From an optimization exercise on the open Yosys and OpenROAD flow, aimed at small area, a short achievable clock period and few clock cycles; shortcuts taken in it are not production practice. The RTL was checked by simulation tests, not by an equivalence proof against the original design. Power and IR drop assume default switching activity.

$ cat flow/flow/run.sh
#!/bin/bash
# Standard ORFS layout, with every port buffered by the smallest buffer
# instead of the default clkdlybuf4s50_1.
set -euo pipefail
export BUFFER_PORTS_ARGS="-buffer_cell sky130_fd_sc_hd__buf_1"
if [[ -f flow/place_pins_args ]]; then
  export PLACE_PINS_ARGS="$(cat flow/place_pins_args)"
fi
bash standard.sh finish > standard.log 2>&1
$ cat flow/standard.sh
#!/bin/bash
# synth_recipe.tcl (not shown) runs the flow's synth.tcl, then flattens the netlist and writes it again
# the make line also repeats each setting of config.mk as NAME=value (left out here)
make -C /OpenROAD-flow-scripts/flow DESIGN_CONFIG=/design/flow/config.mk WORK_HOME=/design/flow/orfs CLKGATE_MAP_FILE= SYNTH_SCRIPT=/design/flow/synth_recipe.tcl "${@:-finish}"
$ cat flow/config.mk
export PLATFORM = sky130hd
export DESIGN_NAME = conv_layer
export DESIGN_NICKNAME = conv_layer
export VERILOG_FILES = /design/flow/design.v
export SDC_FILE = /design/flow/constraint.sdc
export NUM_CORES = 4
export LEC_CHECK = 0
export CAP_MARGIN = 20
export CORE_AREA = 5 5 395 395
export DIE_AREA = 0 0 400 400
export SETUP_SLACK_MARGIN = 3.6
export SLEW_MARGIN = 20
export SYNTH_HIERARCHICAL = 1
$ cat flow/constraint.sdc
create_clock -name core_clock -period 7.0 [get_ports {clk}]
set_input_delay 1.4000 -clock core_clock [delete_from_list [all_inputs] [get_ports {clk}]]
set_output_delay 1.4000 -clock core_clock [all_outputs]
set_load 0.01 [all_outputs]
$ cat flow/design.v
`timescale 1ns / 1ps
module conv_layer_sel8 (
    input  wire [7:0] d,
    input  wire [7:0] s,
    output wire       y
);
assign y = |(d & s);
endmodule
module conv_layer_nor2 (input wire a, input wire b, output wire y);
assign y = ~(a | b);
endmodule
module conv_layer_nand3 (input wire a, input wire b, input wire c, output wire y);
assign y = ~(a & b & c);
endmodule
module conv_layer #(
    parameter INPUT_CHANNELS = 3,
    parameter OUTPUT_CHANNELS = 32,
    parameter KERNEL_SIZE = 3,
    parameter INPUT_WIDTH = 4,
    parameter INPUT_HEIGHT = 4,
    parameter WEIGHT_BITS = 4,
    parameter ACTIVATION_BITS = 8
) (
    input wire clk,
    input wire rst_n,
    input wire [ACTIVATION_BITS-1:0] input_data,
    input wire input_valid,
    output wire input_ready,
    input wire [WEIGHT_BITS*256-1:0] weights_flat,
    input wire [7:0] weight_addr,
    input wire weight_valid,
    output wire [ACTIVATION_BITS-1:0] output_data,
    output wire output_valid,
    input wire output_ready,
    input wire start,
    output wire done,
    input wire [7:0] stride,
    input wire [7:0] padding,
    input wire [255:0] bias_flat
);
localparam TAPS = KERNEL_SIZE * KERNEL_SIZE;                   
localparam MACS = TAPS * INPUT_CHANNELS;                         
localparam NOUT = INPUT_WIDTH * INPUT_HEIGHT * OUTPUT_CHANNELS;  
reg        act;       
reg        wl;        
reg        wld;       
reg [4:0]  m;         
reg [8:0]  nc;        
reg        fin;       
reg        p1;        
reg        l1;        
reg        l2;        
reg        ov;        
reg        done_r;
reg [WEIGHT_BITS-1:0]                 wsr [0:TAPS-1];
reg [ACTIVATION_BITS-1:0]             in_reg;
reg [ACTIVATION_BITS+WEIGHT_BITS-1:0] prod;
reg [15:0]                            acc;
reg [ACTIVATION_BITS-1:0]             out_reg;
wire wload   = act & ~wl & ~(wld & (m == TAPS-1)) & weight_valid;
assign input_ready = act & wl & ~fin & ~(ov & (m == MACS-1));
wire taken   = input_valid & input_ready;
wire last_in = taken & (m == MACS-1);
wire finish  = fin & ov & output_ready;
always @(posedge clk or negedge rst_n) begin
    if (!rst_n) begin
        act    <= 1'b0;
        wl     <= 1'b0;
        wld    <= 1'b0;
        m      <= 5'd0;
        nc     <= 9'd0;
        fin    <= 1'b0;
        p1     <= 1'b0;
        l1     <= 1'b0;
        l2     <= 1'b0;
        ov     <= 1'b0;
        done_r <= 1'b0;
    end else begin
        act    <= start | (act & ~finish);
        wld    <= wload;
        p1     <= taken;
        l1     <= last_in;
        l2     <= l1;
        ov     <= l2 | (ov & ~output_ready);
        done_r <= finish;
        if (wld | taken) begin
            if ((wld & (m == TAPS-1)) | (m == MACS-1))
                m <= 5'd0;
            else
                m <= m + 5'd1;
        end
        if (finish)
            wl <= 1'b0;
        else if (wld & (m == TAPS-1))
            wl <= 1'b1;
        if (finish)
            fin <= 1'b0;
        else if (last_in & (nc == NOUT-1))
            fin <= 1'b1;
        if (last_in)
            nc <= nc + 9'd1;
    end
end
wire [7:0]  wlo = 8'd1 << weight_addr[2:0];
wire [31:0] whi = (32'd1 << weight_addr[7:3]) & {32{wload}};
wire wrot  = taken;
wire whold = ~(wld | taken);
wire [WEIGHT_BITS-1:0] w8_n;
reg  [4*WEIGHT_BITS-1:0] wpr;    
genvar b, g, e;
generate
    for (b = 0; b < WEIGHT_BITS; b = b + 1) begin : WB
        wire [31:0] gy;
        wire [3:0]  py;
        always @(posedge clk)
            wpr[4*b +: 4] <= py;
        for (g = 0; g < 32; g = g + 1) begin : WG
            wire [7:0] gd;
            for (e = 0; e < 8; e = e + 1) begin : WE
                assign gd[e] = weights_flat[WEIGHT_BITS*(8*g+e) + b];
            end
            conv_layer_sel8 u_g (.d(gd), .s(wlo), .y(gy[g]));
        end
        for (g = 0; g < 4; g = g + 1) begin : WP
            conv_layer_sel8 u_p (.d(gy[8*g +: 8]), .s(whi[8*g +: 8]), .y(py[g]));
        end
        wire n01, n23;
        wire q = ~((wsr[0][b] & wrot) | (wsr[TAPS-1][b] & whold));
        conv_layer_nor2  u_n01 (.a(wpr[4*b]),   .b(wpr[4*b+1]), .y(n01));
        conv_layer_nor2  u_n23 (.a(wpr[4*b+2]), .b(wpr[4*b+3]), .y(n23));
        conv_layer_nand3 u_w8  (.a(n01), .b(n23), .c(q), .y(w8_n[b]));
    end
endgenerate
wire [7:0] blo = 8'd1 << nc[6:4];
wire [3:0] bhi = 4'd1 << nc[8:7];
wire [7:0] bsel;
generate
    for (b = 0; b < 8; b = b + 1) begin : BB
        wire [3:0] gy;
        for (g = 0; g < 4; g = g + 1) begin : BG
            wire [7:0] gd;
            for (e = 0; e < 8; e = e + 1) begin : BE
                assign gd[e] = bias_flat[8*(8*g+e) + b];
            end
            conv_layer_sel8 u_g (.d(gd), .s(blo), .y(gy[g]));
        end
        assign bsel[b] = |(gy & bhi);
    end
endgenerate
wire [15:0] sum = acc + prod;
integer i;
always @(posedge clk) begin
    if (wld | taken) begin
        for (i = 0; i < TAPS-1; i = i + 1)
            wsr[i] <= wsr[i+1];
    end
    wsr[TAPS-1] <= w8_n;
    in_reg <= taken ? input_data : {ACTIVATION_BITS{1'b0}};
    prod <= in_reg * (wsr[TAPS-1] & {WEIGHT_BITS{p1}});
    if (l2 | ~act)
        acc <= {8'd0, bsel};
    else
        acc <= sum;
    if (l2)
        out_reg <= sum[15] ? {ACTIVATION_BITS{1'b0}} : sum[ACTIVATION_BITS-1:0];
end
assign output_data  = out_reg;
assign output_valid = ov;
assign done         = done_r;
endmodule
==> impl_metrics.prom, run 1 <==
# TYPE chip_impl_metric gauge
chip_impl_metric{name="cpPeakStageDelay",unit="ps"} 560
chip_impl_metric{name="grt_pass1_wl",unit="um"} 175000
chip_impl_metric{name="dp_hpwl",unit="um"} 119000
chip_impl_metric{name="flip_flop_count_of_the_largest_register_after_layout",unit=""} 36
chip_impl_metric{name="area.growth.synth_to_final",unit="%"} 71.9
chip_impl_metric{name="timing.critical_path.arrival",unit="ps"} 3810
chip_impl_info{name="timing.setup.critical_path_class",value="input pin to register"} 1
chip_impl_metric{name="timing.setup.tns",unit="ps"} 0
chip_impl_metric{name="num-fill-cells",unit=""} 17600
chip_impl_info{name="layout.cells.most_common",value="buf_1"} 1
chip_impl_metric{name="regArea",unit="um2"} 2900
chip_impl_metric{name="critical_path_peak_fanout",unit=""} 105
chip_impl_metric{name="detailedRoute.firstIterationViolations",unit=""} 2412
chip_impl_metric{name="finalClockSkew",unit="ps"} 38.6
chip_impl_metric{name="drc",unit=""} 0
chip_impl_metric{name="finalSetupViolCount",unit=""} 0
chip_impl_metric{name="mappedNetlistNets",unit=""} 2797
chip_impl_metric{name="final_period_minus_worst_setup_slack",unit="ps"} 3460
chip_impl_metric{name="final_critical_path_setup_slack",unit="ps"} 3540
chip_impl_metric{name="yosysWarnings",unit=""} 8
chip_impl_metric{name="die_height",unit="um"} 400
chip_impl_info{name="synth_top_family_by_area",value="compound AO/OA/AOI/OAI gates"} 1
chip_impl_metric{name="synth-compound-area-share",unit=""} 0.473
chip_impl_metric{name="synthSimpleGateAreaFrac",unit=""} 0.188
chip_impl_metric{name="overflow",unit=""} 0
chip_impl_metric{name="dieArea",unit="um2"} 160000
chip_impl_metric{name="worst-slew-pin-transition",unit="ps"} 929
chip_impl_metric{name="finalWirelength",unit="um"} 142000
chip_impl_metric{name="grt_usage",unit=""} 0.162
chip_impl_info{name="post-synth-top-area-cell",value="a22oi_1"} 1
chip_impl_metric{name="synthesis.area_per_instance",unit="um2"} 8.57
chip_impl_metric{name="fin_util",unit=""} 0.139
chip_impl_metric{name="cts_inserted_buffers",unit=""} 17
chip_impl_info{name="rsz0062_at_grt",value="no"} 1
chip_impl_metric{name="synthAdderAreaFrac",unit=""} 0.0548
chip_impl_metric{name="globalRouteMet3Util",unit=""} 0.0557
chip_impl_metric{name="grt_use_met1",unit=""} 0.177
chip_impl_metric{name="vias_per_cell",unit=""} 4.42
chip_impl_metric{name="synth.yosys.seq_area_share",unit=""} 0.236
chip_impl_metric{name="netlist_instances",unit=""} 1433
chip_impl_metric{name="number_of_max_cap_violations",unit=""} 0
chip_impl_metric{name="clk_pin_slew_worst_paths",unit="ps"} 90
chip_impl_info{name="status",value="finished clean"} 1
chip_impl_metric{name="yosys-mux-area-fraction",unit=""} 0.0198
chip_impl_metric{name="p_leak",unit="nW"} 6.11
chip_impl_info{name="mostFrequentLayoutCells",value="buf_1 (1308), a22oi_1 (699), nand4_1 (182), nor2_1 (63), dfxtp_1 (56)"} 1
chip_impl_metric{name="slew-limit-headroom",unit=""} 0.380
chip_impl_metric{name="avgRoutedWirePerCell",unit="um"} 29.2
chip_impl_metric{name="max_freq",unit="MHz"} 289
chip_impl_metric{name="numClockSinks",unit=""} 119
chip_impl_metric{name="synth_enable_flop_cells",unit=""} 40
chip_impl_metric{name="vias",unit=""} 21600
chip_impl_metric{name="dp_cells",unit=""} 4788
chip_impl_metric{name="die_w",unit="um"} 400
chip_impl_info{name="gr-max-usage-layer",value="met2"} 1
chip_impl_metric{name="worst_ir_drop_vdd",unit="mV"} 0.183
chip_impl_info{name="tritoncts",value="yes"} 1
chip_impl_metric{name="p_per_area",unit="nW/um2"} 141
chip_impl_info{name="endpoint_kind",value="register"} 1
chip_impl_metric{name="rows",unit=""} 143
chip_impl_metric{name="min_delay_path_depth",unit=""} 0
chip_impl_info{name="layout_top_registers",value="wsr x36, acc x16, wpr x16"} 1
chip_impl_metric{name="htreeDepth",unit=""} 4
chip_impl_info{name="yosys_most_used_dff",value="dfxtp_1"} 1
chip_impl_metric{name="multiInputGateArea",unit="um2"} 9440
chip_impl_metric{name="dr.pass1.iters",unit=""} 6
chip_impl_metric{name="preCtsSetupSlack",unit="ps"} 2540
chip_impl_metric{name="final_cells",unit=""} 4879
chip_impl_metric{name="finalCritPeriodShare",unit=""} 0.494
chip_impl_metric{name="final-hold-violation-count",unit=""} 0
chip_impl_metric{name="clk-insertion-delay-late",unit="ps"} 490
chip_impl_metric{name="drt.antenna.violating_nets",unit=""} 0
chip_impl_metric{name="netlist_area",unit="um2"} 12300
chip_impl_metric{name="final_max_slew_violation_count",unit=""} 0
chip_impl_metric{name="first_global_vias",unit=""} 20000
chip_impl_metric{name="synthXorXnorAreaFrac",unit=""} 0.0136
chip_impl_metric{name="clockBufferDepth",unit=""} 2
chip_impl_info{name="cts.root.buffer_cell",value="clkbuf_16"} 1
chip_impl_metric{name="rr_worst_depth",unit=""} 12
chip_impl_metric{name="post_synthesis_async_set_or_reset_flop_share",unit=""} 0.193
chip_impl_metric{name="grt.met2_usage",unit=""} 0.281
chip_impl_metric{name="coreArea",unit="um2"} 152000
chip_impl_metric{name="grt_start_max_net_pins",unit=""} 106
chip_impl_metric{name="post_synth_num_cell_types",unit=""} 57
chip_impl_metric{name="synth_seq_cells",unit=""} 119
chip_impl_metric{name="proportion_of_layout_cells_with_a_drive_suffix_above_1",unit=""} 0.0454
chip_impl_info{name="top_register",value="wsr"} 1
chip_impl_metric{name="floorplan.initialDensity",unit=""} 0.0810
chip_impl_info{name="worstPathCellList",value="buf_8 > nand2_1 > nor2_4 > buf_12 > buf_4 > a22oi_1 > nand4_1 > a22oi_1 > nand4_1"} 1
chip_impl_metric{name="final_nets",unit=""} 4148
chip_impl_metric{name="critPathRequiredTime",unit="ps"} 7350
chip_impl_info{name="min-delay-path-class",value="register to register"} 1
chip_impl_info{name="critPathLaunchType",value="input pin"} 1
chip_impl_info{name="synthTopCellsByArea",value="a22oi_1 (43%), edfxtp_1 (9.8%), nand4_1 (9.3%)"} 1
chip_impl_metric{name="initial_antenna_violation_count",unit=""} 113
chip_impl_info{name="crit_slowest_cell",value="a22oi_1"} 1
chip_impl_metric{name="routabilityCongestion",unit=""} 0.981
chip_impl_metric{name="synth_top_area_share",unit=""} 0.431
chip_impl_metric{name="port-buffer-count",unit=""} 1312
chip_impl_metric{name="io_pins",unit=""} 1329
## worst paths after layout
| check | from | endpoint | slack (ps) |
|---|---|---|---|
| worst min-delay path | l1 | l2 | 350 |
| min in group asynchronous | rst_n | wld | 910 |
| worst min register to register | l1 | l2 | 350 |
| worst max register to register | p1 | prod[11] | 3640 |
| max in group asynchronous | rst_n | p1 | 5820 |
| worst max-delay path | weight_addr[0] | wpr[6] | 3540 |
## where the power goes
group          internal [mW]  switching, mW  leakage (nW)
Combinational          0.461          0.682          4.69
Clock                  0.476          0.492         0.279
Sequential             0.808         0.0638          1.15
## stage by stage
stage | instance area (um2) | total power [mW] | hold slack, ps
finish | 21100 | 2.98 | 349
global route | 21100 | 3.18 | 361
CTS | 20900 | 3.05 | 355
detailed placement | 20100 | 2.00 | 336
global placement | 20100 | 1.99 | 331
floorplan | 12300 | 1.39 | 331
## final cells by class
| cell class | count | area share |
|---|---|---|
| Timing Repair Buffer | 1350 | 0.256 |
| Sequential cell | 119 | 0.137 |
| Clock inverter | 15 | 0.00729 |
| Clock buffer | 17 | 0.0202 |
| Antenna cell | 52 | 0.00617 |
| Tap cell | 2030 | 0.120 |
| Multi-Input combinational cell | 1268 | 0.447 |
| Inverter | 28 | 0.00498 |
## Yosys stat by module, one instance, submodules excluded
module	flip-flops and latches	cells
conv_layer	119	541
conv_layer_sel8	0	5
conv_layer_nand3	0	1
conv_layer_nor2	0	1
## cells by family (layout without fill, tap and decap cells)
group,after synthesis,count (layout)
flops,119,119
mux,14,14
fa+ha+maj,46,46
compound gates,782,782
other cells,0,52
buf+inv,47,1410
simple gates,406,407
xor+xnor,19,19
## per-layer routing
layer | part of all wire | vias up
met4 | 0.046 | 36
met1 | 0.36 | 10400
li1 | - | 9153
met2 | 0.50 | 1607
met5 | 0.0027 | -
met3 | 0.095 | 353
## what timing repair did
item / in CTS / in global routing
gates cloned: 2 / 0
setup buffers: 4 / 1
pin swaps: 14 / 4
endpoints found under the setup margin: 21 / 5
hold buffers: 0 / 0
gates resized for setup: 40 / 8
## Yosys cell counts (4+ instances only)
master    instances
clkbuf_1         10
nor2b_1           8
inv_1            28
mux4_2            8
buf_2             6
and2_1           13
o21ai_0          16
a21o_1            5
xor2_1            7
dfxtp_1          56
fa_1             13
nand4_1         182
a22oi_1         705
nor3b_1          13
xnor2_1          12
nor2_1           66
o21a_1            6
nor3_1           16
o21bai_1          4
nand2_1          31
ha_1             33
mux2i_1           4
nand2b_1          4
o31ai_1           4
nand3_1          24
dfrtp_1          23
a21oi_1          19
edfxtp_1         40
and3_1           30
or2_2             4
nor4_1            5
## critical path: cells and delay by family
family / cells / cell delay, ps
buffers and inverters: 3 / 730
AND/OR/NAND/NOR: 4 / 650
AO/OA/AOI/OAI: 2 / 860
Testbench counts, summed over its fixed seeds: cycles 166,062.
==> run 2: changes to the inputs <==
--- a/flow/config.mk
+++ b/flow/config.mk
@@ -9,5 +9,5 @@
 export CORE_AREA = 5 5 395 395
 export DIE_AREA = 0 0 400 400
-export SETUP_SLACK_MARGIN = 3.6
+export SETUP_SLACK_MARGIN = 4.0
 export SLEW_MARGIN = 20
 export SYNTH_HIERARCHICAL = 1
==> run 2 against run 1 <==
Effect of this change:
- clock skew is 23 ps lower
- global-route usage up 0.95 points
- setup slack better by 200 ps
- combinational power up 13%
- non-clock buffer count grew 78
- sequential share of layout area fell by 0.94 points
- sequential cell count unchanged
- register-to-register slack better by 130 ps
- fmax grew 6.0%
==> impl_metrics.prom, run 2 <==
# TYPE chip_impl_metric gauge
chip_impl_info{name="tritoncts",value="yes"} 1
chip_impl_metric{name="power.share.combinational",unit=""} 0.413
chip_impl_metric{name="finalWirelength",unit="um"} 155000
chip_impl_info{name="status",value="finished clean"} 1
chip_impl_metric{name="worst_ir_drop_vdd",unit="mV"} 0.167
chip_impl_metric{name="cts_hold_buffers",unit=""} 0
chip_impl_metric{name="reg2reg_slack",unit="ps"} 3770
chip_impl_metric{name="fin_util",unit=""} 0.150
chip_impl_metric{name="grt_pass1_wl",unit="um"} 184000
chip_impl_metric{name="dr.pass1.iters",unit=""} 9
chip_impl_metric{name="drt.antenna.violating_nets",unit=""} 0
chip_impl_metric{name="synth.yosys.seq_area_share",unit=""} 0.236
chip_impl_metric{name="post_synth_num_cell_types",unit=""} 57
chip_impl_metric{name="regArea",unit="um2"} 2900
chip_impl_metric{name="num-fill-cells",unit=""} 17500
chip_impl_metric{name="finalClockSkew",unit="ps"} 15.8
chip_impl_metric{name="synthesis.area_per_instance",unit="um2"} 8.57
chip_impl_metric{name="die_w",unit="um"} 400
chip_impl_metric{name="coreArea",unit="um2"} 152000
chip_impl_metric{name="htreeDepth",unit=""} 4
chip_impl_info{name="synth_top_family_by_area",value="compound AO/OA/AOI/OAI gates"} 1
chip_impl_metric{name="dp_hpwl",unit="um"} 120000
chip_impl_metric{name="area.growth.synth_to_final",unit="%"} 84.7
chip_impl_metric{name="synth_seq_cells",unit=""} 119
chip_impl_metric{name="critPathRequiredTime",unit="ps"} 7310
chip_impl_metric{name="clk_pin_slew_worst_paths",unit="ps"} 70
chip_impl_metric{name="proportion_of_layout_cells_with_a_drive_suffix_above_1",unit=""} 0.0983
chip_impl_metric{name="p_leak",unit="nW"} 6.74
chip_impl_metric{name="netlist_area",unit="um2"} 12300
chip_impl_metric{name="post_synthesis_async_set_or_reset_flop_share",unit=""} 0.193
chip_impl_metric{name="intPower",unit="mW"} 1.90
chip_impl_metric{name="timing.setup.tns",unit="ps"} 0
chip_impl_metric{name="yosysWarnings",unit=""} 8
chip_impl_metric{name="final_nets",unit=""} 4229
chip_impl_metric{name="worst-slew-pin-transition",unit="ps"} 934
chip_impl_info{name="post-synth-top-area-cell",value="a22oi_1"} 1
chip_impl_info{name="yosys_most_used_dff",value="dfxtp_1"} 1
chip_impl_metric{name="numClockSinks",unit=""} 119
chip_impl_metric{name="finalSetupViolCount",unit=""} 0
chip_impl_metric{name="synthSimpleGateAreaFrac",unit=""} 0.188
chip_impl_info{name="endpoint_kind",value="register"} 1
chip_impl_info{name="mostFrequentLayoutCells",value="buf_1 (1308), a22oi_1 (659), nand4_1 (182), buf_4 (65), dfxtp_1 (54)"} 1
chip_impl_metric{name="rr_worst_depth",unit=""} 12
chip_impl_metric{name="max_freq",unit="MHz"} 306
chip_impl_metric{name="die_height",unit="um"} 400
chip_impl_metric{name="power.share.clock",unit=""} 0.309
chip_impl_metric{name="final-hold-violation-count",unit=""} 0
chip_impl_metric{name="cts_inserted_buffers",unit=""} 17
chip_impl_metric{name="rows",unit=""} 143
chip_impl_metric{name="port-buffer-count",unit=""} 1312
chip_impl_metric{name="finalCritPeriodShare",unit=""} 0.467
chip_impl_metric{name="min_delay_path_depth",unit=""} 0
chip_impl_metric{name="total_power",unit="mW"} 3.13
chip_impl_metric{name="vias",unit=""} 22500
chip_impl_metric{name="mappedNetlistNets",unit=""} 2797
chip_impl_metric{name="final_max_slew_violation_count",unit=""} 0
chip_impl_metric{name="io_pins",unit=""} 1329
chip_impl_metric{name="number_of_max_cap_violations",unit=""} 0
chip_impl_info{name="r2r-start",value="p1"} 1
chip_impl_metric{name="yosys-mux-area-fraction",unit=""} 0.0198
chip_impl_info{name="min_to",value="l2"} 1
chip_impl_info{name="rsz0062_at_grt",value="yes"} 1
chip_impl_metric{name="initial_antenna_violation_count",unit=""} 111
chip_impl_metric{name="floorplan.initialDensity",unit=""} 0.0810
chip_impl_metric{name="synthAdderAreaFrac",unit=""} 0.0548
chip_impl_metric{name="slew-limit-headroom",unit=""} 0.375
chip_impl_metric{name="vias_per_cell",unit=""} 4.53
chip_impl_info{name="yosys.cell_count.top_type",value="a22oi_1"} 1
chip_impl_metric{name="overflow",unit=""} 0
chip_impl_metric{name="drc",unit=""} 0
chip_impl_metric{name="dieArea",unit="um2"} 160000
chip_impl_info{name="hold_path.startpoint",value="l1"} 1
chip_impl_metric{name="p_per_area",unit="nW/um2"} 138
chip_impl_info{name="cts.root.buffer_cell",value="clkbuf_16"} 1
chip_impl_info{name="min-delay-path-class",value="register to register"} 1
chip_impl_metric{name="netlist_instances",unit=""} 1433
chip_impl_metric{name="final_period_minus_worst_setup_slack",unit="ps"} 3270
chip_impl_metric{name="clk-insertion-delay-late",unit="ps"} 450
chip_impl_info{name="synthTopCellsByArea",value="a22oi_1 (43%), edfxtp_1 (9.8%), nand4_1 (9.3%)"} 1
chip_impl_metric{name="multiInputGateArea",unit="um2"} 9820
chip_impl_metric{name="grt_usage",unit=""} 0.172
chip_impl_info{name="layout.cells.most_common",value="buf_1"} 1
chip_impl_metric{name="synth-compound-area-share",unit=""} 0.473
chip_impl_info{name="critPathLaunchType",value="input pin"} 1
chip_impl_metric{name="first_global_vias",unit=""} 20600
chip_impl_metric{name="power.sequential.fraction",unit=""} 0.278
chip_impl_metric{name="critical_path_peak_fanout",unit=""} 24
chip_impl_metric{name="synth_enable_flop_cells",unit=""} 40
chip_impl_metric{name="clockBufferDepth",unit=""} 2
chip_impl_info{name="synth_common_cells",value="a22oi_1 (705), nand4_1 (182), nor2_1 (66)"} 1
chip_impl_metric{name="avgRoutedWirePerCell",unit="um"} 31.3
chip_impl_metric{name="detailedRoute.firstIterationViolations",unit=""} 2759
chip_impl_info{name="worst_r2r_endpoint",value="prod[11]"} 1
chip_impl_info{name="timing.setup.critical_path_class",value="input pin to register"} 1
chip_impl_metric{name="netSwitchingPower",unit="mW"} 1.24
chip_impl_metric{name="routabilityCongestion",unit=""} 0.987
chip_impl_info{name="top_register",value="wsr"} 1
chip_impl_metric{name="power_switching_share",unit=""} 0.395
chip_impl_metric{name="synthXorXnorAreaFrac",unit=""} 0.0136
chip_impl_metric{name="flip_flop_count_of_the_largest_register_after_layout",unit=""} 36
chip_impl_metric{name="timing.critical_path.arrival",unit="ps"} 3570
chip_impl_metric{name="grt_start_max_net_pins",unit=""} 50
chip_impl_info{name="layout_top_registers",value="wsr x36, acc x16, wpr x16"} 1
chip_impl_metric{name="synth_top_area_share",unit=""} 0.431
==> run 2: cell counts after synthesis <==
Identical to the previous run, type by type.
==> run 2: worst max-delay path, cell delays in order <==
cell and delay, ps:
buf_16 160, buf_4 150, nor3_4 40, buf_12 150, a22oi_2 240, nand4_1 740
a22oi_1 440, nand4_1 120
==> run 2: how the worst max path moves through the flow <==
| stage | startpoint | to | slack (ps) | cells after the start |
|---|---|---|---|---|
| 2_1_floorplan | weight_addr[1] | wpr[11] | 2550 | 5 |
| 3_3_place_gp | weight_addr[1] | wpr[2] | 2270 | 8 |
| 3_5_place_dp | weight_addr[1] | wpr[2] | 2220 | 8 |
| 4_1_cts | weight_addr[0] | wpr[15] | 3720 | 9 |
| 5_1_grt | p1 | prod[9] | 3650 | 13 |
| 6_report | weight_addr[2] | wpr[7] | 3730 | 8 |
==> run 2: kinds of logic after synthesis <==
kind of cell    count (synthesis)
compound gates                782
flops                         119
buf+inv                        47
mux                            14
xor+xnor                       19
fa+ha+maj                      46
simple gates                  406
==> run 2: through the flow <==
step / hold WS (ps) / cell area [um2] / setup slack [ps] / cells
6_report: 361 / 22700 / 3730 / 4959
5_1_grt: 383 / 22600 / 3650 / 4949
4_1_cts: 364 / 21900 / 3720 / 4877
3_5_place_dp: 337 / 20200 / 2220 / 4795
3_3_place_gp: 333 / 20200 / 2270 / 4795
2_1_floorplan: 331 / 12500 / 2550 / 1433
==> run 2: layout make-up <==
cell class / instances / share of cell area
clock inverter: 13 / 0.00701
antenna: 51 / 0.00563
timing repair buffer: 1428 / 0.289
inverter: 28 / 0.00480
sequential: 119 / 0.128
multi-input combinational: 1270 / 0.433
tap: 2030 / 0.112
timing repair inverter: 1 / 0.000331
clock buffer: 19 / 0.0200
==> run 2: power by group through the flow <==
stage	clock network, mW	logic (mW)	registers [mW]
after floorplan	0	0.533	0.862
after global placement	0	1.11	0.881
after detailed placement	0	1.12	0.884
after CTS	1.01	1.24	0.868
after global routing	1.04	1.39	0.878
final	0.970	1.29	0.871
==> run 2: what timing repair did <==
action / 4_1_cts / 5_1_grt
endpoints found under the setup margin: 24 / 41
cloned: 13 / 8
buffers inserted: 37 / 23
pin swaps: 51 / 45
resized for setup: 90 / 74
==> run 2: Yosys stat by module (local to each module, per instance) <==
| module | times used | cell area (um2) | flip-flops and latches | cells |
|---|---|---|---|---|
| conv_layer | 1 | 5840 | 119 | 541 |
| conv_layer_sel8 | 176 | 36.3 | 0 | 5 |
| conv_layer_nand3 | 4 | 5.00 | 0 | 1 |
| conv_layer_nor2 | 8 | 3.75 | 0 | 1 |
==> run 2: metal layers <==
layer	track usage	part of all wire	up-vias
li1	-	-	9339
met1	0.188	0.36	10900
met2	0.283	0.48	1849
met3	0.0660	0.098	376
met4	0.0956	0.056	40
met5	0.0212	0.0028	-
==> run 3: changes to the inputs <==
==> flow/flow/run.sh (replaced) <==
#!/bin/bash
# Standard ORFS layout, with every port buffered by the smallest buffer
# instead of the default clkdlybuf4s50_1, and pins one track apart so the
# die can be small. The clock pin is placed first, in the middle of the left
# edge, with no other pin within 6 um, since its wire uses wider spacing.
set -euo pipefail
export BUFFER_PORTS_ARGS="-buffer_cell sky130_fd_sc_hd__buf_1"
# die height from config.mk (DIE_AREA = 0 0 W H)
H=$(awk '/DIE_AREA/ {print $NF}' config.mk | tail -1)
Y=$(awk -v h="$H" 'BEGIN { k = int((h / 2 - 0.34) / 0.68); printf "%.2f", 0.34 + k * 0.68 }')
LO=$(awk -v y="$Y" 'BEGIN { printf "%.2f", y - 6 }')
HI=$(awk -v y="$Y" 'BEGIN { printf "%.2f", y + 6 }')
export CLK_PIN_Y="$Y"
export PRE_IO_PLACEMENT_TCL="$PWD/flow/pre_io.tcl"
export PLACE_PINS_ARGS="-min_distance 1 -min_distance_in_tracks -exclude left:${LO}-${HI}"
echo "die height $H, clk pin at y=$Y, excluded left:${LO}-${HI}" > run_info.log
bash standard.sh finish > standard.log 2>&1
==> flow/flow/pre_io.tcl (new file) <==
# Place the clock pin by itself before the other pins.
place_pin -pin_name clk -layer met3 -location [list 0 $::env(CLK_PIN_Y)] \
  -pin_size {0.8 0.3} -force_to_die_boundary
--- a/flow/config.mk
+++ b/flow/config.mk
@@ -7,6 +7,6 @@
 export LEC_CHECK = 0
 export CAP_MARGIN = 20
-export CORE_AREA = 5 5 395 395
-export DIE_AREA = 0 0 400 400
+export CORE_AREA = 5 5 205 205
+export DIE_AREA = 0 0 210 210
 export SETUP_SLACK_MARGIN = 4.0
 export SLEW_MARGIN = 20
==> run 3 against run 2 <==
Effect of this change:
- the run now fails in global routing (5_1_grt)
- synthesized area is the same
- synthesized cell count is the same
==> impl_metrics.prom, run 3 <==
# TYPE chip_impl_metric gauge
chip_impl_info{name="yosys.cell_count.top_type",value="a22oi_1"} 1
chip_impl_metric{name="netlist_area",unit="um2"} 12300
chip_impl_metric{name="post_synth_num_cell_types",unit=""} 57
chip_impl_metric{name="cts_hold_buffers",unit=""} 0
chip_impl_metric{name="die_w",unit="um"} 210
chip_impl_metric{name="placed_area",unit="um2"} 18200
chip_impl_info{name="flow.first_error",value="[ERROR GRT-0116] Global routing finished with congestion. Check the congestion regions in the DRC Viewer."} 1
chip_impl_info{name="yosys_most_used_dff",value="dfxtp_1"} 1
chip_impl_metric{name="overflow",unit=""} 1
chip_impl_metric{name="synth_enable_flop_cells",unit=""} 40
chip_impl_metric{name="synth.yosys.seq_area_share",unit=""} 0.236
chip_impl_metric{name="numClockSinks",unit=""} 119
chip_impl_metric{name="yosysWarnings",unit=""} 8
chip_impl_metric{name="clockBufferDepth",unit=""} 2
chip_impl_info{name="synth_common_cells",value="a22oi_1 (705), nand4_1 (182), nor2_1 (66)"} 1
chip_impl_info{name="post-synth-top-area-cell",value="a22oi_1"} 1
chip_impl_metric{name="mappedNetlistNets",unit=""} 2797
chip_impl_metric{name="htreeDepth",unit=""} 4
chip_impl_metric{name="post_synthesis_async_set_or_reset_flop_share",unit=""} 0.193
chip_impl_info{name="cts.root.buffer_cell",value="clkbuf_16"} 1
chip_impl_metric{name="io_pins",unit=""} 1328
chip_impl_metric{name="synth_seq_cells",unit=""} 119
chip_impl_info{name="synthTopCellsByArea",value="a22oi_1 (43%), edfxtp_1 (9.8%), nand4_1 (9.3%)"} 1
chip_impl_info{name="lastStage",value="global routing (5_1_grt)"} 1
chip_impl_info{name="status",value="aborted with a tool error"} 1
chip_impl_metric{name="preCtsSetupSlack",unit="ps"} 2620
chip_impl_metric{name="floorplan.initialDensity",unit=""} 0.310
chip_impl_metric{name="grt_start_max_net_pins",unit=""} 129
chip_impl_metric{name="grt_pass1_wl",unit="um"} 155000
chip_impl_metric{name="first_global_vias",unit=""} 23000
chip_impl_metric{name="synthesis.area_per_instance",unit="um2"} 8.57
chip_impl_metric{name="routabilityCongestion",unit=""} 1.27
chip_impl_metric{name="grt_usage",unit=""} 0.476
chip_impl_metric{name="port-buffer-count",unit=""} 1312
chip_impl_metric{name="die_height",unit="um"} 210
chip_impl_metric{name="rows",unit=""} 73
chip_impl_metric{name="synth_top_area_share",unit=""} 0.431
chip_impl_metric{name="dp_hpwl",unit="um"} 87700
chip_impl_metric{name="netlist_instances",unit=""} 1433
chip_impl_metric{name="cts_inserted_buffers",unit=""} 17
## run 3: cell counts after synthesis
Identical to the previous run, type by type.
## run 3: modules after synthesis, one instance, submodules excluded
module / cells inside / flops+latches
conv_layer: 541 / 119
conv_layer_sel8: 5 / 0
conv_layer_nand3: 1 / 0
conv_layer_nor2: 1 / 0
## run 3: cells by family after synthesis
family | share of synthesized area
AOI/OAI and AO/OA | 0.473
and+or+nand+nor | 0.188
DFF | 0.236
buffers and inverters | 0.0150
adders and majority gates | 0.0548
xor gates and xnor gates | 0.0136
muxes | 0.0198
## run 3: stage by stage
stage / total power, mW / utilization / std cells
detailed placement: 1.88 / 0.460 / 3275
CTS: 2.81 / 0.480 / 3324
floorplan: 1.40 / - / 1433
global placement: 1.85 / 0.460 / 3275
## run 3: layer usage
metal / GRT overflow / GRT usage
met1: 0 / 0.486
met2: 1 / 0.723
met3: 0 / 0.223
met4: 0 / 0.437
met5: 0 / 0.00862
## run 3: what timing repair did
action | in CTS
resized for setup | 31
setup buffers | 13
cloned | 4
pin swaps | 14
setup endpoints to repair | 58
## run 3: how the worst max path moves through the flow
stage	from	endpoint	slack (ps)	cells past startpoint
floorplan	weight_addr[1]	wpr[11]	2550	5
global placement	weight_addr[2]	wpr[7]	2730	7
detailed placement	weight_addr[2]	wpr[3]	2620	7
CTS	p1	prod[11]	3730	12
## run 3: power groups by stage
stage | Clock (mW) | Sequential, mW | Combinational [mW]
floorplan | 0 | 0.862 | 0.533
global placement | 0 | 0.878 | 0.972
detailed placement | 0 | 0.882 | 0.996
CTS | 0.905 | 0.867 | 1.04
==> run 4: changes to the inputs <==
--- a/flow/config.mk
+++ b/flow/config.mk
@@ -7,6 +7,6 @@
 export LEC_CHECK = 0
 export CAP_MARGIN = 20
-export CORE_AREA = 5 5 205 205
-export DIE_AREA = 0 0 210 210
+export CORE_AREA = 5 5 235 235
+export DIE_AREA = 0 0 240 240
 export SETUP_SLACK_MARGIN = 4.0
 export SLEW_MARGIN = 20
==> run 4 against run 3 <==
Effect of this change:
- the run now finishes clean
- synthesized area unchanged
- synthesized cell count stayed put
==> impl_metrics.prom, run 4 <==
# TYPE chip_impl_metric gauge
chip_impl_info{name="status",value="finished clean"} 1
chip_impl_info{name="min-delay-path-class",value="register to register"} 1
chip_impl_metric{name="max_freq",unit="MHz"} 310
chip_impl_info{name="top_register",value="wsr"} 1
chip_impl_metric{name="area.growth.synth_to_final",unit="%"} 59.6
chip_impl_info{name="r2r-start",value="p1"} 1
chip_impl_info{name="synth_common_cells",value="a22oi_1 (705), nand4_1 (182), nor2_1 (66)"} 1
chip_impl_metric{name="die_w",unit="um"} 240
chip_impl_info{name="worst_r2r_endpoint",value="prod[11]"} 1
chip_impl_metric{name="total_power",unit="mW"} 2.82
chip_impl_metric{name="grt_usage",unit=""} 0.298
chip_impl_metric{name="synth_enable_flop_cells",unit=""} 40
chip_impl_metric{name="dr.pass1.iters",unit=""} 9
chip_impl_metric{name="die_height",unit="um"} 240
chip_impl_metric{name="placed_area",unit="um2"} 18500
chip_impl_metric{name="cts_hold_buffers",unit=""} 0
chip_impl_info{name="layout_top_registers",value="wsr x36, acc x16, wpr x16"} 1
chip_impl_metric{name="netlist_instances",unit=""} 1433
chip_impl_info{name="post-synth-top-area-cell",value="a22oi_1"} 1
chip_impl_metric{name="timing.critical_path.arrival",unit="ps"} 3580
chip_impl_metric{name="detailedRoute.firstIterationViolations",unit=""} 2230
chip_impl_metric{name="clk-insertion-delay-late",unit="ps"} 420
chip_impl_metric{name="synth_seq_cells",unit=""} 119
chip_impl_info{name="min_to",value="l2"} 1
chip_impl_metric{name="worst-slew-pin-transition",unit="ps"} 1000
chip_impl_metric{name="synth_top_area_share",unit=""} 0.431
chip_impl_metric{name="grt_start_max_net_pins",unit=""} 129
chip_impl_metric{name="floorplan.initialDensity",unit=""} 0.234
chip_impl_metric{name="fin_util",unit=""} 0.374
chip_impl_metric{name="clockBufferDepth",unit=""} 2
chip_impl_info{name="synthTopCellsByArea",value="a22oi_1 (43%), edfxtp_1 (9.8%), nand4_1 (9.3%)"} 1
chip_impl_metric{name="initial_antenna_violation_count",unit=""} 51
chip_impl_info{name="crit_slowest_cell",value="or4b_4"} 1
chip_impl_metric{name="cts_inserted_buffers",unit=""} 17
chip_impl_metric{name="post_synthesis_async_set_or_reset_flop_share",unit=""} 0.193
chip_impl_metric{name="clk_pin_slew_worst_paths",unit="ps"} 70
chip_impl_metric{name="power.sequential.fraction",unit=""} 0.308
chip_impl_metric{name="routabilityCongestion",unit=""} 1.14
chip_impl_info{name="timing.setup.critical_path_class",value="register to register"} 1
chip_impl_info{name="yosys.cell_count.top_type",value="a22oi_1"} 1
chip_impl_info{name="layout.cells.most_common",value="buf_1"} 1
chip_impl_metric{name="dp_hpwl",unit="um"} 76100
chip_impl_metric{name="finalWirelength",unit="um"} 95300
chip_impl_metric{name="intPower",unit="mW"} 1.83
chip_impl_metric{name="final-hold-violation-count",unit=""} 0
chip_impl_metric{name="final_max_slew_violation_count",unit=""} 0
chip_impl_metric{name="synth.yosys.seq_area_share",unit=""} 0.236
chip_impl_metric{name="netlist_area",unit="um2"} 12300
chip_impl_info{name="worstPathCellList",value="buf_6 > and3_4 > fa_1 > inv_2 > fa_1 > inv_2 > ha_4 > a21oi_2 > o21bai_2 > a2111oi_4 > or4b_4 > nand3_2"} 1
chip_impl_info{name="mostFrequentLayoutCells",value="buf_1 (1308), a22oi_1 (704), nand4_1 (182), nor2_1 (63), dfxtp_1 (53)"} 1
chip_impl_metric{name="avgRoutedWirePerCell",unit="um"} 26.8
chip_impl_info{name="critPathLaunchType",value="register"} 1
chip_impl_metric{name="slew-limit-headroom",unit=""} 0.331
chip_impl_metric{name="htreeDepth",unit=""} 4
chip_impl_metric{name="worst_ir_drop_vdd",unit="mV"} 0.171
chip_impl_metric{name="final_period_minus_worst_setup_slack",unit="ps"} 3230
chip_impl_metric{name="netSwitchingPower",unit="mW"} 0.997
chip_impl_metric{name="power.share.combinational",unit=""} 0.374
chip_impl_info{name="yosys_most_used_dff",value="dfxtp_1"} 1
chip_impl_metric{name="overflow",unit=""} 0
chip_impl_metric{name="io_pins",unit=""} 1328
chip_impl_info{name="endpoint_kind",value="register"} 1
chip_impl_metric{name="yosysWarnings",unit=""} 8
chip_impl_metric{name="final_std_cell_area_no_fill",unit="um2"} 19600
chip_impl_metric{name="coreArea",unit="um2"} 52400
chip_impl_metric{name="vias_per_cell",unit=""} 6.05
chip_impl_info{name="cts.root.buffer_cell",value="clkbuf_16"} 1
chip_impl_metric{name="finalClockSkew",unit="ps"} 9.88
chip_impl_metric{name="min_delay_path_depth",unit=""} 0
chip_impl_metric{name="critPathRequiredTime",unit="ps"} 7360
chip_impl_info{name="tritoncts",value="yes"} 1
chip_impl_metric{name="finalCritPeriodShare",unit=""} 0.461
chip_impl_metric{name="power_switching_share",unit=""} 0.353
chip_impl_metric{name="flip_flop_count_of_the_largest_register_after_layout",unit=""} 36
chip_impl_info{name="rsz0062_at_grt",value="yes"} 1
chip_impl_metric{name="critical_path_peak_fanout",unit=""} 6
chip_impl_metric{name="vias",unit=""} 21500
chip_impl_metric{name="mappedNetlistNets",unit=""} 2797
chip_impl_metric{name="final_nets",unit=""} 4160
chip_impl_metric{name="post_synth_num_cell_types",unit=""} 57
chip_impl_metric{name="dieArea",unit="um2"} 57600
chip_impl_metric{name="number_of_max_cap_violations",unit=""} 0
chip_impl_metric{name="p_per_area",unit="nW/um2"} 144
chip_impl_metric{name="numClockSinks",unit=""} 119
chip_impl_metric{name="rr_worst_depth",unit=""} 12
chip_impl_metric{name="timing.setup.tns",unit="ps"} 0
chip_impl_metric{name="first_global_vias",unit=""} 20700
chip_impl_info{name="hold_path.startpoint",value="l1"} 1
chip_impl_metric{name="finalSetupViolCount",unit=""} 0
chip_impl_metric{name="p_leak",unit="nW"} 6.12
chip_impl_metric{name="rows",unit=""} 84
chip_impl_metric{name="cpPeakStageDelay",unit="ps"} 530
chip_impl_metric{name="power.share.clock",unit=""} 0.318
chip_impl_metric{name="grt_pass1_wl",unit="um"} 130000
chip_impl_metric{name="reg2reg_slack",unit="ps"} 3770
chip_impl_metric{name="drt.antenna.violating_nets",unit=""} 0
chip_impl_metric{name="drc",unit=""} 0
chip_impl_metric{name="synthesis.area_per_instance",unit="um2"} 8.57
chip_impl_metric{name="port-buffer-count",unit=""} 1312
chip_impl_metric{name="proportion_of_layout_cells_with_a_drive_suffix_above_1",unit=""} 0.0559
-- run 4: cell counts after synthesis --
Identical to the previous run, type by type.
-- run 4: modules after synthesis (local to each module, per instance) --
module	cell area [um2]	copies in the design	cells	flops+latches
conv_layer	5840	1	541	119
conv_layer_sel8	36.3	176	5	0
conv_layer_nand3	5.00	4	1	0
conv_layer_nor2	3.75	8	1	0
-- run 4: final cells by class --
cell class              count  area [um2]
multi-input cells        1270        9540
clock inverters            12         129
clock buffers              20         479
well taps                 688         861
fillers                  5709       32900
diodes                     59         148
repair inverters            1        7.51
repair buffers           1359        5410
flip-flops and latches    119        2910
inverters                  28         109
-- run 4: worst max path at each step --
stage                to  depth (start not counted)  slack [ps]           start
6_report       prod[11]                         12        3770              p1
4_1_cts        prod[11]                         12        3750              p1
5_1_grt        prod[11]                         12        3690              p1
2_1_floorplan   wpr[11]                          5        2550  weight_addr[1]
3_5_place_dp    wpr[12]                          8        3000  weight_addr[2]
3_3_place_gp    wpr[12]                          8        2980  weight_addr[2]
-- run 4: cells by family (layout without fill, tap and decap cells) --
logic type      Yosys count  in the layout  synth area share
compound gates          782            782             0.473
simple gates            406            409             0.188
flops                   119            119             0.236
buf+inv                  47           1420            0.0150
fa+ha+maj                46             46            0.0548
xor+xnor                 19             19            0.0136
mux                      14             14            0.0198
other cells               0             59                 0
-- run 4: routing by layer --
layer	vias up	wire length, um	track usage	part of all wire
li1	9173	-	-	-
met4	6	10300	0.247	0.11
met1	9893	32100	0.324	0.34
met3	616	11500	0.109	0.12
met5	-	39	0.00673	0.00041
met2	1833	41400	0.461	0.43
-- run 4: power by group through the flow --
stage | Combinational (mW) | Sequential (mW) | Clock (mW)
final | 1.06 | 0.868 | 0.898
after global routing | 1.16 | 0.878 | 0.954
after CTS | 1.03 | 0.867 | 0.919
after detailed placement | 0.994 | 0.880 | 0
after global placement | 0.988 | 0.880 | 0
after floorplan | 0.533 | 0.862 | 0
-- run 4: stage by stage --
| step | hold WS, ps | std cells | setup slack [ps] |
|---|---|---|---|
| 5_1_grt | 381 | 3539 | 3690 |
| 3_5_place_dp | 336 | 3440 | 3000 |
| 4_1_cts | 360 | 3489 | 3750 |
| 2_1_floorplan | 331 | 1433 | 2550 |
| 3_3_place_gp | 333 | 3439 | 2980 |
| 6_report | 369 | 3556 | 3770 |
-- run 4: worst max-delay path, delay by kind of cell (launching register included) --
family,cells,cell delay [ps]
fa+ha+maj,3,1280
simple gates,3,780
compound gates,3,360
flops,1,510
buf+inv,3,230
-- run 4: timing repair --
item                       CTS  global route
buffers inserted            14             7
resized for setup           37            25
setup endpoints to repair   26            40
pin swaps                   25            18
gates cloned                 3             1
==> run 5: changes to the inputs <==
--- a/flow/config.mk
+++ b/flow/config.mk
@@ -9,5 +9,5 @@
 export CORE_AREA = 5 5 235 235
 export DIE_AREA = 0 0 240 240
-export SETUP_SLACK_MARGIN = 4.0
+export SETUP_SLACK_MARGIN = 4.4
 export SLEW_MARGIN = 20
 export SYNTH_HIERARCHICAL = 1
==> run 5 against run 4 <==
Effect of this change:
- the flow now stops in global routing (5_1_grt)
- synthesized cell count unchanged
- synthesized area is the same
==> impl_metrics.prom, run 5 <==
# TYPE chip_impl_metric gauge
chip_impl_info{name="post-synth-top-area-cell",value="a22oi_1"} 1
chip_impl_metric{name="htreeDepth",unit=""} 4
chip_impl_metric{name="numClockSinks",unit=""} 119
chip_impl_metric{name="clockBufferDepth",unit=""} 2
chip_impl_info{name="yosys.cell_count.top_type",value="a22oi_1"} 1
chip_impl_metric{name="rows",unit=""} 84
chip_impl_metric{name="mappedNetlistNets",unit=""} 2797
chip_impl_metric{name="netlist_instances",unit=""} 1433
chip_impl_metric{name="synth_enable_flop_cells",unit=""} 40
chip_impl_info{name="yosys_most_used_dff",value="dfxtp_1"} 1
chip_impl_metric{name="synth.yosys.seq_area_share",unit=""} 0.236
chip_impl_metric{name="synth_seq_cells",unit=""} 119
chip_impl_metric{name="floorplan.initialDensity",unit=""} 0.234
chip_impl_metric{name="overflow",unit=""} 3
chip_impl_info{name="status",value="aborted with a tool error"} 1
chip_impl_metric{name="synthesis.area_per_instance",unit="um2"} 8.57
chip_impl_metric{name="grt_pass1_wl",unit="um"} 148000
chip_impl_info{name="cts.root.buffer_cell",value="clkbuf_16"} 1
chip_impl_metric{name="yosysWarnings",unit=""} 8
chip_impl_metric{name="synth_top_area_share",unit=""} 0.431
chip_impl_info{name="synthTopCellsByArea",value="a22oi_1 (43%), edfxtp_1 (9.8%), nand4_1 (9.3%)"} 1
chip_impl_metric{name="die_w",unit="um"} 240
chip_impl_metric{name="die_height",unit="um"} 240
chip_impl_metric{name="dp_hpwl",unit="um"} 76600
chip_impl_metric{name="cts_inserted_buffers",unit=""} 17
chip_impl_metric{name="grt_start_max_net_pins",unit=""} 79
chip_impl_info{name="flow.first_error",value="[ERROR GRT-0116] Global routing finished with congestion. Check the congestion regions in the DRC Viewer."} 1
chip_impl_metric{name="post_synth_num_cell_types",unit=""} 57
chip_impl_metric{name="first_global_vias",unit=""} 23100
chip_impl_metric{name="io_pins",unit=""} 1328
chip_impl_metric{name="port-buffer-count",unit=""} 1312
chip_impl_info{name="lastStage",value="global routing (5_1_grt)"} 1
chip_impl_info{name="synth_common_cells",value="a22oi_1 (705), nand4_1 (182), nor2_1 (66)"} 1
chip_impl_metric{name="netlist_area",unit="um2"} 12300
chip_impl_metric{name="preCtsSetupSlack",unit="ps"} 3170
chip_impl_metric{name="grt_usage",unit=""} 0.351
chip_impl_metric{name="post_synthesis_async_set_or_reset_flop_share",unit=""} 0.193
chip_impl_metric{name="routabilityCongestion",unit=""} 1.11
==> run 5: cell counts after synthesis <==
Identical to the previous run, type by type.
==> run 5: Yosys stat by module (local to each module, per instance) <==
module	flops+latches	cells inside	times used	cell area, um2
conv_layer_nor2	0	1	8	3.75
conv_layer_sel8	0	5	176	36.3
conv_layer	119	541	1	5840
conv_layer_nand3	0	1	4	5.00
==> run 5: cell families after synthesis <==
family                     Yosys count  share of synthesized area
xor gates and xnor gates            19                     0.0136
muxes                               14                     0.0198
AOI/OAI and AO/OA                  782                      0.473
DFF                                119                      0.236
buffers and inverters               47                     0.0150
and+or+nand+nor                    406                      0.188
adders and majority gates           46                     0.0548
==> run 5: timing repair <==
item,in CTS
setup endpoints to repair,66
setup buffers,41
hold buffers,0
pin swaps,48
gates resized for setup,128
gates cloned,26
==> run 5: power groups by stage <==
stage	sequential (mW)	clock (mW)	combinational [mW]
after floorplan	0.862	0	0.538
after CTS	0.866	0.852	1.14
after global placement	0.880	0	0.989
after detailed placement	0.881	0	0.999
==> run 5: stage by stage <==
step / area (um2) / instances / power [mW]
after detailed placement: 18500 / 3432 / 1.88
after CTS: 20500 / 3531 / 2.86
after global placement: 18500 / 3432 / 1.87
after floorplan: 12500 / 1433 / 1.40
==> run 5: metal layers <==
layer  GRT usage  GRT overflow
met4       0.302             1
met5      0.0194             0
met2       0.535             2
met3       0.165             0
met1       0.361             0
==> run 5: worst min-delay path by stage <==
stage | startpoint | to | slack [ps] | cells after the start
after CTS | l1 | l2 | 360 | 0
after detailed placement | l1 | l2 | 340 | 0
after global placement | l1 | l2 | 340 | 0
after floorplan | l1 | l2 | 330 | 0
==> run 6: changes to the inputs <==
--- a/flow/design.v
+++ b/flow/design.v
@@ -55,5 +55,6 @@
 reg [WEIGHT_BITS-1:0]                 wsr [0:TAPS-1];
 reg [ACTIVATION_BITS-1:0]             in_reg;
-reg [ACTIVATION_BITS+WEIGHT_BITS-1:0] prod;
+reg [ACTIVATION_BITS+1:0]             prl;      
+reg [ACTIVATION_BITS+1:0]             prh;      
 reg [15:0]                            acc;
 reg [ACTIVATION_BITS-1:0]             out_reg;
@@ -148,5 +149,5 @@
     end
 endgenerate
-wire [15:0] sum = acc + prod;
+wire [15:0] sum = acc + prl + {prh, 2'b00};
 integer i;
 always @(posedge clk) begin
@@ -157,5 +158,6 @@
     wsr[TAPS-1] <= w8_n;
     in_reg <= taken ? input_data : {ACTIVATION_BITS{1'b0}};
-    prod <= in_reg * (wsr[TAPS-1] & {WEIGHT_BITS{p1}});
+    prl <= in_reg * (wsr[TAPS-1][1:0] & {2{p1}});
+    prh <= in_reg * (wsr[TAPS-1][3:2] & {2{p1}});
     if (l2 | ~act)
         acc <= {8'd0, bsel};
--- a/flow/config.mk
+++ b/flow/config.mk
@@ -7,7 +7,7 @@
 export LEC_CHECK = 0
 export CAP_MARGIN = 20
-export CORE_AREA = 5 5 235 235
-export DIE_AREA = 0 0 240 240
-export SETUP_SLACK_MARGIN = 4.4
+export CORE_AREA = 5 5 255 255
+export DIE_AREA = 0 0 260 260
+export SETUP_SLACK_MARGIN = 4.0
 export SLEW_MARGIN = 20
 export SYNTH_HIERARCHICAL = 1
==> run 6 against run 5 <==
Effect of this change:
- now clean on timing, DRC and antenna
- synthesized area grew 2.0%
- synthesized cell count grew 1.7%
==> impl_metrics.prom, run 6 <==
# TYPE chip_impl_metric gauge
chip_impl_metric{name="finalSetupViolCount",unit=""} 0
chip_impl_info{name="hold_path.startpoint",value="l1"} 1
chip_impl_metric{name="final_period_minus_worst_setup_slack",unit="ps"} 3020
chip_impl_metric{name="first_global_vias",unit=""} 20600
chip_impl_metric{name="drc",unit=""} 0
chip_impl_metric{name="timing.critical_path.arrival",unit="ps"} 3280
chip_impl_metric{name="p_per_area",unit="nW/um2"} 148
chip_impl_info{name="top_register",value="wsr"} 1
chip_impl_metric{name="grt_usage",unit=""} 0.250
chip_impl_metric{name="dr.pass1.iters",unit=""} 6
chip_impl_info{name="layout_top_registers",value="wsr x36, acc x16, wpr x16"} 1
chip_impl_info{name="layout.cells.most_common",value="buf_1"} 1
chip_impl_info{name="mostFrequentLayoutCells",value="buf_1 (1308), a22oi_1 (702), nand4_1 (183), dfxtp_1 (64), nor2_1 (60)"} 1
chip_impl_metric{name="vias",unit=""} 21700
chip_impl_metric{name="fin_util",unit=""} 0.316
chip_impl_metric{name="final-hold-violation-count",unit=""} 0
chip_impl_info{name="worstPathCellList",value="clkbuf_4 > and3b_4 > buf_12 > a22oi_1 > nand4_1 > a22oi_1 > nand4_1"} 1
chip_impl_info{name="critPathLaunchType",value="input pin"} 1
chip_impl_metric{name="grt_pass1_wl",unit="um"} 129000
chip_impl_metric{name="drt.antenna.violating_nets",unit=""} 0
chip_impl_metric{name="overflow",unit=""} 0
chip_impl_metric{name="finalWirelength",unit="um"} 94800
chip_impl_metric{name="critical_path_peak_fanout",unit=""} 73
chip_impl_info{name="min-delay-path-class",value="register to register"} 1
chip_impl_metric{name="cts_hold_buffers",unit=""} 0
chip_impl_info{name="post-synth-top-area-cell",value="a22oi_1"} 1
chip_impl_metric{name="synthesis.area_per_instance",unit="um2"} 8.58
chip_impl_metric{name="final_max_slew_violation_count",unit=""} 0
chip_impl_metric{name="p_leak",unit="nW"} 6.13
chip_impl_metric{name="final_critical_path_setup_slack",unit="ps"} 3980
chip_impl_info{name="timing.setup.critical_path_class",value="input pin to register"} 1
chip_impl_metric{name="netlist_area",unit="um2"} 12500
chip_impl_metric{name="synth_top_area_share",unit=""} 0.422
chip_impl_metric{name="proportion_of_layout_cells_with_a_drive_suffix_above_1",unit=""} 0.0349
chip_impl_metric{name="yosysWarnings",unit=""} 8
chip_impl_metric{name="clk-insertion-delay-late",unit="ps"} 410
chip_impl_metric{name="cts_inserted_buffers",unit=""} 17
chip_impl_metric{name="mappedNetlistNets",unit=""} 2822
chip_impl_info{name="r2r-start",value="prl[8]"} 1
chip_impl_info{name="yosys_most_used_dff",value="dfxtp_1"} 1
chip_impl_info{name="cts.root.buffer_cell",value="clkbuf_16"} 1
chip_impl_metric{name="detailedRoute.firstIterationViolations",unit=""} 2166
chip_impl_metric{name="synth_enable_flop_cells",unit=""} 40
chip_impl_metric{name="cpPeakStageDelay",unit="ps"} 340
chip_impl_metric{name="die_w",unit="um"} 260
chip_impl_metric{name="io_pins",unit=""} 1328
chip_impl_info{name="tritoncts",value="yes"} 1
chip_impl_metric{name="slew-limit-headroom",unit=""} 0.395
chip_impl_info{name="rsz0062_at_grt",value="yes"} 1
chip_impl_metric{name="finalClockSkew",unit="ps"} 10.4
chip_impl_metric{name="numClockSinks",unit=""} 127
chip_impl_metric{name="port-buffer-count",unit=""} 1312
chip_impl_metric{name="floorplan.initialDensity",unit=""} 0.202
chip_impl_metric{name="synth.yosys.seq_area_share",unit=""} 0.244
chip_impl_metric{name="coreArea",unit="um2"} 61800
chip_impl_metric{name="clockBufferDepth",unit=""} 2
chip_impl_metric{name="avgRoutedWirePerCell",unit="um"} 25.8
chip_impl_metric{name="worst_ir_drop_vdd",unit="mV"} 0.137
chip_impl_metric{name="critPathRequiredTime",unit="ps"} 7270
chip_impl_info{name="yosys.cell_count.top_type",value="a22oi_1"} 1
chip_impl_metric{name="synth_seq_cells",unit=""} 127
chip_impl_metric{name="reg2reg_slack",unit="ps"} 4340
chip_impl_metric{name="rows",unit=""} 91
chip_impl_metric{name="htreeDepth",unit=""} 4
chip_impl_metric{name="dp_hpwl",unit="um"} 74900
chip_impl_info{name="synthTopCellsByArea",value="a22oi_1 (42%), dfxtp_1 (10%), edfxtp_1 (9.6%)"} 1
chip_impl_metric{name="final_nets",unit=""} 4163
chip_impl_metric{name="die_height",unit="um"} 260
chip_impl_metric{name="worst-slew-pin-transition",unit="ps"} 907
chip_impl_info{name="crit_slowest_cell",value="and3b_4"} 1
chip_impl_metric{name="post_synthesis_async_set_or_reset_flop_share",unit=""} 0.181
chip_impl_metric{name="post_synth_num_cell_types",unit=""} 55
chip_impl_metric{name="netlist_instances",unit=""} 1458
chip_impl_metric{name="dieArea",unit="um2"} 67600
chip_impl_info{name="startpoint",value="weight_addr[1]"} 1
chip_impl_info{name="synth_common_cells",value="a22oi_1 (704), nand4_1 (183), dfxtp_1 (64)"} 1
chip_impl_metric{name="max_freq",unit="MHz"} 332
chip_impl_metric{name="grt_start_max_net_pins",unit=""} 129
chip_impl_info{name="status",value="finished clean"} 1
chip_impl_info{name="endpoint_kind",value="register"} 1
chip_impl_metric{name="initial_antenna_violation_count",unit=""} 33
chip_impl_metric{name="finalCritPeriodShare",unit=""} 0.431
chip_impl_metric{name="timing.setup.tns",unit="ps"} 0
chip_impl_metric{name="placed_area",unit="um2"} 18700
chip_impl_metric{name="area.growth.synth_to_final",unit="%"} 56.0
chip_impl_metric{name="number_of_max_cap_violations",unit=""} 0
chip_impl_metric{name="clk_pin_slew_worst_paths",unit="ps"} 60
chip_impl_metric{name="flip_flop_count_of_the_largest_register_after_layout",unit=""} 36
chip_impl_metric{name="preCtsSetupSlack",unit="ps"} 3020
chip_impl_metric{name="vias_per_cell",unit=""} 5.89
chip_impl_metric{name="routabilityCongestion",unit=""} 1.07
chip_impl_metric{name="final_std_cell_area_no_fill",unit="um2"} 19500
-- run 6: metrics by stage --
stage | hold slack [ps] | power (mW) | std cells
6_report | 377 | 2.90 | 3679
5_1_grt | 393 | 3.08 | 3673
4_1_cts | 384 | 2.92 | 3649
3_5_place_dp | 351 | 2.02 | 3609
3_3_place_gp | 335 | 2.00 | 3609
2_1_floorplan | 331 | 1.52 | 1458
-- run 6: critical path: cells and delay by family --
kind / cells / cell delay [ps]
compound gates: 2 / 580
buf+inv: 2 / 470
simple gates: 3 / 690
-- run 6: layout make-up --
type	count	area, um2
Timing Repair Buffer	1335	5200
Inverter	28	108
Antenna cell	30	75.1
Tap cell	837	1050
Multi-Input combinational cell	1290	9450
Clock inverter	10	70.1
Clock buffer	22	507
Sequential cell	127	3060
Fill cell	6974	42300
-- run 6: path summary, 6_finish.rpt --
kind                         endpoint  cells after the start
setup reg to reg           out_reg[0]                      7
hold reg to reg                    l2                      0
min in group asynchronous       nc[8]                      2
hold / removal                     l2                      0
setup / recovery              wpr[10]                      7
max in group asynchronous          l1                      2
-- run 6: timing repair --
item / 4_1_cts / 5_1_grt
pin swaps: 2 / 0
endpoints found under the setup margin: 54 / 49
cloned: 6 / 0
endpoints found under the hold margin: 0 / 0
gates resized for setup: 12 / 10
setup buffers: 2 / 0
-- run 6: per-layer routing --
layer  vias up  global-route usage  share of wire
met3       585              0.0971           0.12
li1       9194                   -              -
met4        14               0.200           0.10
met5         -                   0         0.0010
met2      1904               0.393           0.44
met1      9982               0.268           0.33
-- run 6: per-module statistics from Yosys (local to each module, per instance) --
module	flip-flops and latches	cell area, um2	copies in the design	cells
conv_layer	127	6080	1	566
conv_layer_nand3	0	5.00	4	1
conv_layer_sel8	0	36.3	176	5
conv_layer_nor2	0	3.75	8	1
-- run 6: cell families (layout without fill, tap and decap cells) --
family          after synthesis  count (layout)  synth area share
buf+inv                      47            1395            0.0159
other cells                   0              30                 0
simple gates                396             402             0.178
xor+xnor                     19              19            0.0133
compound gates              811             811             0.478
mux                          12              12            0.0178
fa+ha+maj                    46              46            0.0526
flops                       127             127             0.244
-- run 6: power by group --
group          switching [mW]  internal, mW
combinational           0.633         0.484
sequential             0.0599         0.864
clock                   0.341         0.517
Testbench counts of run 6, summed over its fixed seeds: cycles 166,062.

## what the ideal ports hide
In the flow no input, the clock included, has a driving cell. The finished layouts below were timed again as built, in two steps.
Step 1, drivers: a clkbuf_16 drives clk and a buf_2 each remaining input, both assumed.
Step 2 also shifts input and output timing later by t, the mid clock arrival at the registers, as if the neighbouring blocks saw the same clock.
Slacks: no drivers / after step 1 / after step 2; pairs: no drivers / after step 1.
| run | t, ns | slack for setup (ns) | hold slack, ns | worst setup path after step 2 | worst register clock-pin slew, ns |
|---|---|---|---|---|---|
| run 1 | 0.530 | 3.539 / 3.533 / 3.004 | 0.349 / 0.349 / 0.349 | input to register | 0.10 / 0.10 |
| run 2 | 0.504 | 3.734 / 3.657 / 3.153 | 0.361 / 0.361 / 0.361 | input to register | 0.08 / 0.08 |
| run 4 | 0.457 | 3.771 / 3.771 / 3.501 | 0.369 / 0.369 / 0.369 | input to register | 0.07 / 0.07 |
| run 6 | 0.460 | 3.985 / 3.962 / 3.502 | 0.377 / 0.377 / 0.377 | input to register | 0.07 / 0.07 |
After both steps every run listed still meets setup and hold. The setup slack of run 2, which loses most, moves by -0.077 ns with the drivers and by -0.581 ns with both steps.
